This is an optimization exercise on Yosys and OpenROAD, whose aim is small area, a short achievable clock period and few clock cycles, not a production implementation.
Only simulation tests tie the RTL to the original design; equivalence was not proved.

==> module cpu, before the edit <==
module cpu(clk, reset, imem_addr, imem_data, dmem_addr, dmem_we, dmem_wdata, dmem_rdata);
	input logic clk, reset;
	output logic [7:0] imem_addr;
	input logic [31:0] imem_data;
	output logic [6:0] dmem_addr;
	output logic dmem_we;
	output logic [63:0] dmem_wdata;
	input logic [63:0] dmem_rdata;
	logic [7:0]  pc, pcD;           
	logic [31:0] ir;
	logic [30:0] selA, selB;        
	logic        fwdA, fwdB;        
	logic        haz;               
	logic [63:0] mres, msd;         
	logic [63:0] mx2, mx3;          
	logic [6:0]  maddr;             
	logic [4:0]  mrd;
	logic        mwr, mld, mmul, mrev, mst;
	logic        fn, fv;            
	logic [30:0][63:0] rf;
	assign imem_addr  = pc;
	assign dmem_addr  = maddr;
	assign dmem_we    = mst;
	assign dmem_wdata = msd;
	function automatic logic [10:0] dec(input logic [31:0] x);
		dec[10] = x[31:22] == 10'b1001000100;
		dec[9]  = x[31:21] == 11'b10101011000;
		dec[8]  = x[31:21] == 11'b11101011000 && x[15:10] == 6'b0;
		dec[7]  = x[31:21] == 11'b10011011000 && x[14:10] == 5'h1F;   
		dec[6]  = x[31:21] == 11'b11010011011 && x[20:16] == 5'b0;
		dec[5]  = x[31:21] == 11'b11010011010 && x[20:16] == 5'b0;
		dec[4]  = x[31:21] == 11'b11111000010 && x[11:10] == 2'b0;
		dec[3]  = x[31:21] == 11'b11111000000 && x[11:10] == 2'b0;
		dec[2]  = x[31:26] == 6'b000101;
		dec[1]  = x[31:24] == 8'b01010100 && x[4:0] == 5'b01011;
		dec[0]  = x[31:24] == 8'b10110100;
	endfunction
	logic i_addi, i_adds, i_subs, i_mul, i_lsl, i_lsr, i_ldur, i_stur, i_b, i_blt, i_cbz;
	assign {i_addi, i_adds, i_subs, i_mul, i_lsl, i_lsr, i_ldur, i_stur, i_b, i_blt, i_cbz} = dec(ir);
	logic [4:0] rd;
	assign rd = ir[4:0];
	logic writes, alu_wr, mul_wr;
	assign writes = (i_addi | i_adds | i_subs | i_mul | i_lsl | i_lsr | i_ldur) && rd != 5'd31;
	assign alu_wr = writes & ~i_ldur & ~i_mul & ~i_lsl & ~i_lsr;
	assign mul_wr = writes & (i_mul | i_lsl | i_lsr);
	logic stall;
	assign stall = haz;
	logic [10:0] nd;
	logic [4:0]  n_rn, n_rb;
	logic        n_usesA, n_usesB;
	assign nd = dec(imem_data);
	assign n_rn = imem_data[9:5];
	assign n_rb = imem_data[25] ? imem_data[20:16] : imem_data[4:0];
	assign n_usesA = |{nd[10:3]};
	assign n_usesB = nd[9] | nd[8] | nd[7] | nd[3] | nd[0];
	logic [31:0] n_selA, n_selB;
	assign n_selA = 32'b1 << n_rn;
	assign n_selB = 32'b1 << n_rb;
	logic taken;
	logic [7:0] off, pc_n;
	assign taken = i_b | (i_blt & (fn ^ fv)) | (i_cbz & ~|opB);
	assign off   = i_b ? ir[7:0] : ir[12:5];
	assign pc_n  = taken ? pcD + off : pc + 8'd1;
	always_ff @(posedge clk) begin
		if (reset) begin
			pc <= 8'd0;
			ir <= 32'b0;
		end else if (!stall) begin
			pc <= pc_n;
			ir <= imem_data;
		end
	end
	always_ff @(posedge clk)
		if (!stall) begin
			pcD  <= pc;
			selA <= n_selA[30:0];
			selB <= n_selB[30:0];
		end
	always_ff @(posedge clk) begin
		if (reset || stall) begin
			fwdA <= 1'b0;
			fwdB <= 1'b0;
			haz  <= 1'b0;
		end else begin
			fwdA <= alu_wr && rd == n_rn;
			fwdB <= alu_wr && rd == n_rb;
			haz  <= mul_wr && ((n_usesA && rd == n_rn) || (n_usesB && rd == n_rb));
		end
	end
	logic [63:0] rdA, rdB, opA, opB;
	always_comb begin
		rdA = 64'b0;
		rdB = 64'b0;
		for (int k = 0; k < 31; k++) begin
			rdA = rdA | ({64{selA[k]}} & rf[k]);
			rdB = rdB | ({64{selB[k]}} & rf[k]);
		end
	end
	assign opA = fwdA ? mres : rdA;
	assign opB = fwdB ? mres : rdB;
	logic [63:0] bsel, bx, sum;
	logic [3:0][63:0] mrow;
	logic cout, ovf;
	assign bsel = i_addi ? {52'b0, ir[21:10]} : (i_ldur | i_stur) ? {{55{ir[20]}}, ir[20:12]} : opB;
	assign bx   = i_subs ? ~opB : bsel;
	assign {cout, sum} = {1'b0, opA} + {1'b0, bx} + {64'b0, i_subs};
	assign ovf  = (opA[63] == bx[63]) && (sum[63] != opA[63]);
	logic [63:0] revA, mulA, mulB;
	logic use_mul;
	assign use_mul = i_mul | i_lsl | i_lsr;
	always_comb for (int k = 0; k < 64; k++) revA[k] = opA[63 - k];
	assign mulA = i_lsr ? revA : opA;
	assign mulB = (i_lsl | i_lsr) ? (64'b1 << ir[15:10]) : opB;
	mul_csa mult (.a(mulA), .b(mulB), .r(mrow));
	logic [63:0] res_n, sd_n;
	assign res_n = use_mul ? mrow[0] : sum;
	assign sd_n  = use_mul ? mrow[1] : opB;
	always_ff @(posedge clk)
		if (!stall && (i_adds | i_subs)) begin
			fn <= sum[63];
			fv <= ovf;
		end
	always_ff @(posedge clk) begin
		if (reset || stall) begin
			mwr  <= 1'b0;
			mst  <= 1'b0;
			mmul <= 1'b0;
			mrev <= 1'b0;
		end else begin
			mwr  <= writes;
			mst  <= i_stur;
			mmul <= mul_wr;
			mrev <= i_lsr;
		end
	end
	always_ff @(posedge clk) begin
		mld   <= i_ldur;
		mrd   <= rd;
		mres  <= res_n;
		msd   <= sd_n;
		maddr <= sum[9:3];
		mx2   <= mrow[2];
		mx3   <= mrow[3];
	end
	logic [63:0] prod, revP, wb;
	assign prod = mres + msd + mx2 + mx3;
	always_comb for (int k = 0; k < 64; k++) revP[k] = prod[63 - k];
	assign wb = mld ? dmem_rdata : mmul ? (mrev ? revP : prod) : mres;
	genvar g;
	generate
		for (g = 0; g < 31; g++) begin : regs
			always_ff @(posedge clk)
				if (mwr && mrd == g) rf[g] <= wb;
		end
	endgenerate
endmodule
Settings: LEC_CHECK=0, ABC_AREA=1, CAP_MARGIN=40, CORE_MARGIN=2, CORE_UTILIZATION=40, PLACE_DENSITY=0.6, SLEW_MARGIN=60; clock period 34.0 ns.
run.sh (not shown) runs the stock make flow with config.mk's settings and CLKGATE_MAP_FILE= SYNTH_SCRIPT=/design/flow/synth_recipe.tcl, a recipe that flattens the netlist after the stock synthesis.
Testbench counts at the start, summed over its fixed seeds: cycles 70,492.
Rerun with:
--- a/flow/design.v
+++ b/flow/design.v
@@ -1,6 +1,32 @@
+module bk_add64(input logic [63:0] a, input logic [63:0] b, input logic ci, output logic [63:0] s, output logic co);
+	logic [63:0] p, g;
+	logic [63:0] G, P;      
+	logic [64:0] c;
+	always_comb begin
+		p = a ^ b;
+		g = a & b;
+		g[0] = g[0] | (p[0] & ci);
+		G = g;
+		P = p;
+		for (int l = 1; l < 64; l = l * 2)
+			for (int i = 2 * l - 1; i < 64; i = i + 2 * l) begin
+				G[i] = G[i] | (P[i] & G[i - l]);
+				P[i] = P[i] & P[i - l];
+			end
+		for (int l = 16; l >= 1; l = l / 2)
+			for (int i = 3 * l - 1; i < 64; i = i + 2 * l) begin
+				G[i] = G[i] | (P[i] & G[i - l]);
+				P[i] = P[i] & P[i - l];
+			end
+		c[0] = ci;
+		for (int i = 0; i < 64; i++) c[i + 1] = G[i];
+		s = p ^ c[63:0];
+		co = c[64];
+	end
+endmodule
 module mul_csa(input logic [63:0] a, input logic [63:0] b, output logic [3:0][63:0] r);
   wire one0 = b[0] ^ 1'b0;
   wire two0 = (b[1] & ~b[0] & ~1'b0) | (~b[1] & b[0] & 1'b0);
   wire neg0 = b[1];
   wire p0_0 = (one0 & a[0]) ^ neg0;
   wire p0_1 = ((one0 & a[1]) | (two0 & a[0])) ^ neg0;
@@ -2970,13 +2996,13 @@
 	assign opB = fwdB ? mres : rdB;
 	logic [63:0] bsel, bx, sum;
 	logic [3:0][63:0] mrow;
 	logic cout, ovf;
 	assign bsel = i_addi ? {52'b0, ir[21:10]} : (i_ldur | i_stur) ? {{55{ir[20]}}, ir[20:12]} : opB;
 	assign bx   = i_subs ? ~opB : bsel;
-	assign {cout, sum} = {1'b0, opA} + {1'b0, bx} + {64'b0, i_subs};
+	bk_add64 alu_add (.a(opA), .b(bx), .ci(i_subs), .s(sum), .co(cout));
 	assign ovf  = (opA[63] == bx[63]) && (sum[63] != opA[63]);
 	logic [63:0] revA, mulA, mulB;
 	logic use_mul;
 	assign use_mul = i_mul | i_lsl | i_lsr;
 	always_comb for (int k = 0; k < 64; k++) revA[k] = opA[63 - k];
 	assign mulA = i_lsr ? revA : opA;
@@ -3010,13 +3036,19 @@
 		msd   <= sd_n;
 		maddr <= sum[9:3];
 		mx2   <= mrow[2];
 		mx3   <= mrow[3];
 	end
 	logic [63:0] prod, revP, wb;
-	assign prod = mres + msd + mx2 + mx3;
+	logic [63:0] t1s, t1c, t2s, t2c;
+	logic pco;
+	assign t1s = mres ^ msd ^ mx2;
+	assign t1c = {(mres[62:0] & msd[62:0]) | (mres[62:0] & mx2[62:0]) | (msd[62:0] & mx2[62:0]), 1'b0};
+	assign t2s = t1s ^ t1c ^ mx3;
+	assign t2c = {(t1s[62:0] & t1c[62:0]) | (t1s[62:0] & mx3[62:0]) | (t1c[62:0] & mx3[62:0]), 1'b0};
+	bk_add64 mul_add (.a(t2s), .b(t2c), .ci(1'b0), .s(prod), .co(pco));
 	always_comb for (int k = 0; k < 64; k++) revP[k] = prod[63 - k];
 	assign wb = mld ? dmem_rdata : mmul ? (mrev ? revP : prod) : mres;
 	genvar g;
 	generate
 		for (g = 0; g < 31; g++) begin : regs
 			always_ff @(posedge clk)
=> Critical path depth does not change; sequential share of layout area rose by 0.98 points; utilization fell by 0.21 points; area after synthesis fell by a few percent.
Testbench counts after the change, summed over its fixed seeds: cycles 70,492.

separate check: timing with driven ports:
How much do the figures lean on ideal ports? The routed layouts below were timed once more, with nothing changed but the port constraints.
Step 1, drivers: a clkbuf_16 drives clk and a buf_2 each remaining input, both assumed.
Step 2, shift: input delay + t, output delay - t, t = (earliest + latest rising clock arrival at the registers) / 2. This alone moves slack from input paths to output paths.
Slacks: ideal / step 1 / step 2; pairs: ideal / step 1.
run	t (ns)	slack for setup (ns)	worst setup path after step 2	latest minus earliest clock arrival (ns)	pins driven straight from the clock port
the first run	1.063	24.808 / 24.686 / 24.568	input to register	0.067 / 0.067	1
the second run	1.075	24.792 / 24.679 / 24.792	input to register	0.076 / 0.075	1
After both steps every run listed still meets setup and hold. For the first run, which loses most, drivers alone change the setup slack by -0.122 ns; drivers and shift together by -0.240 ns.
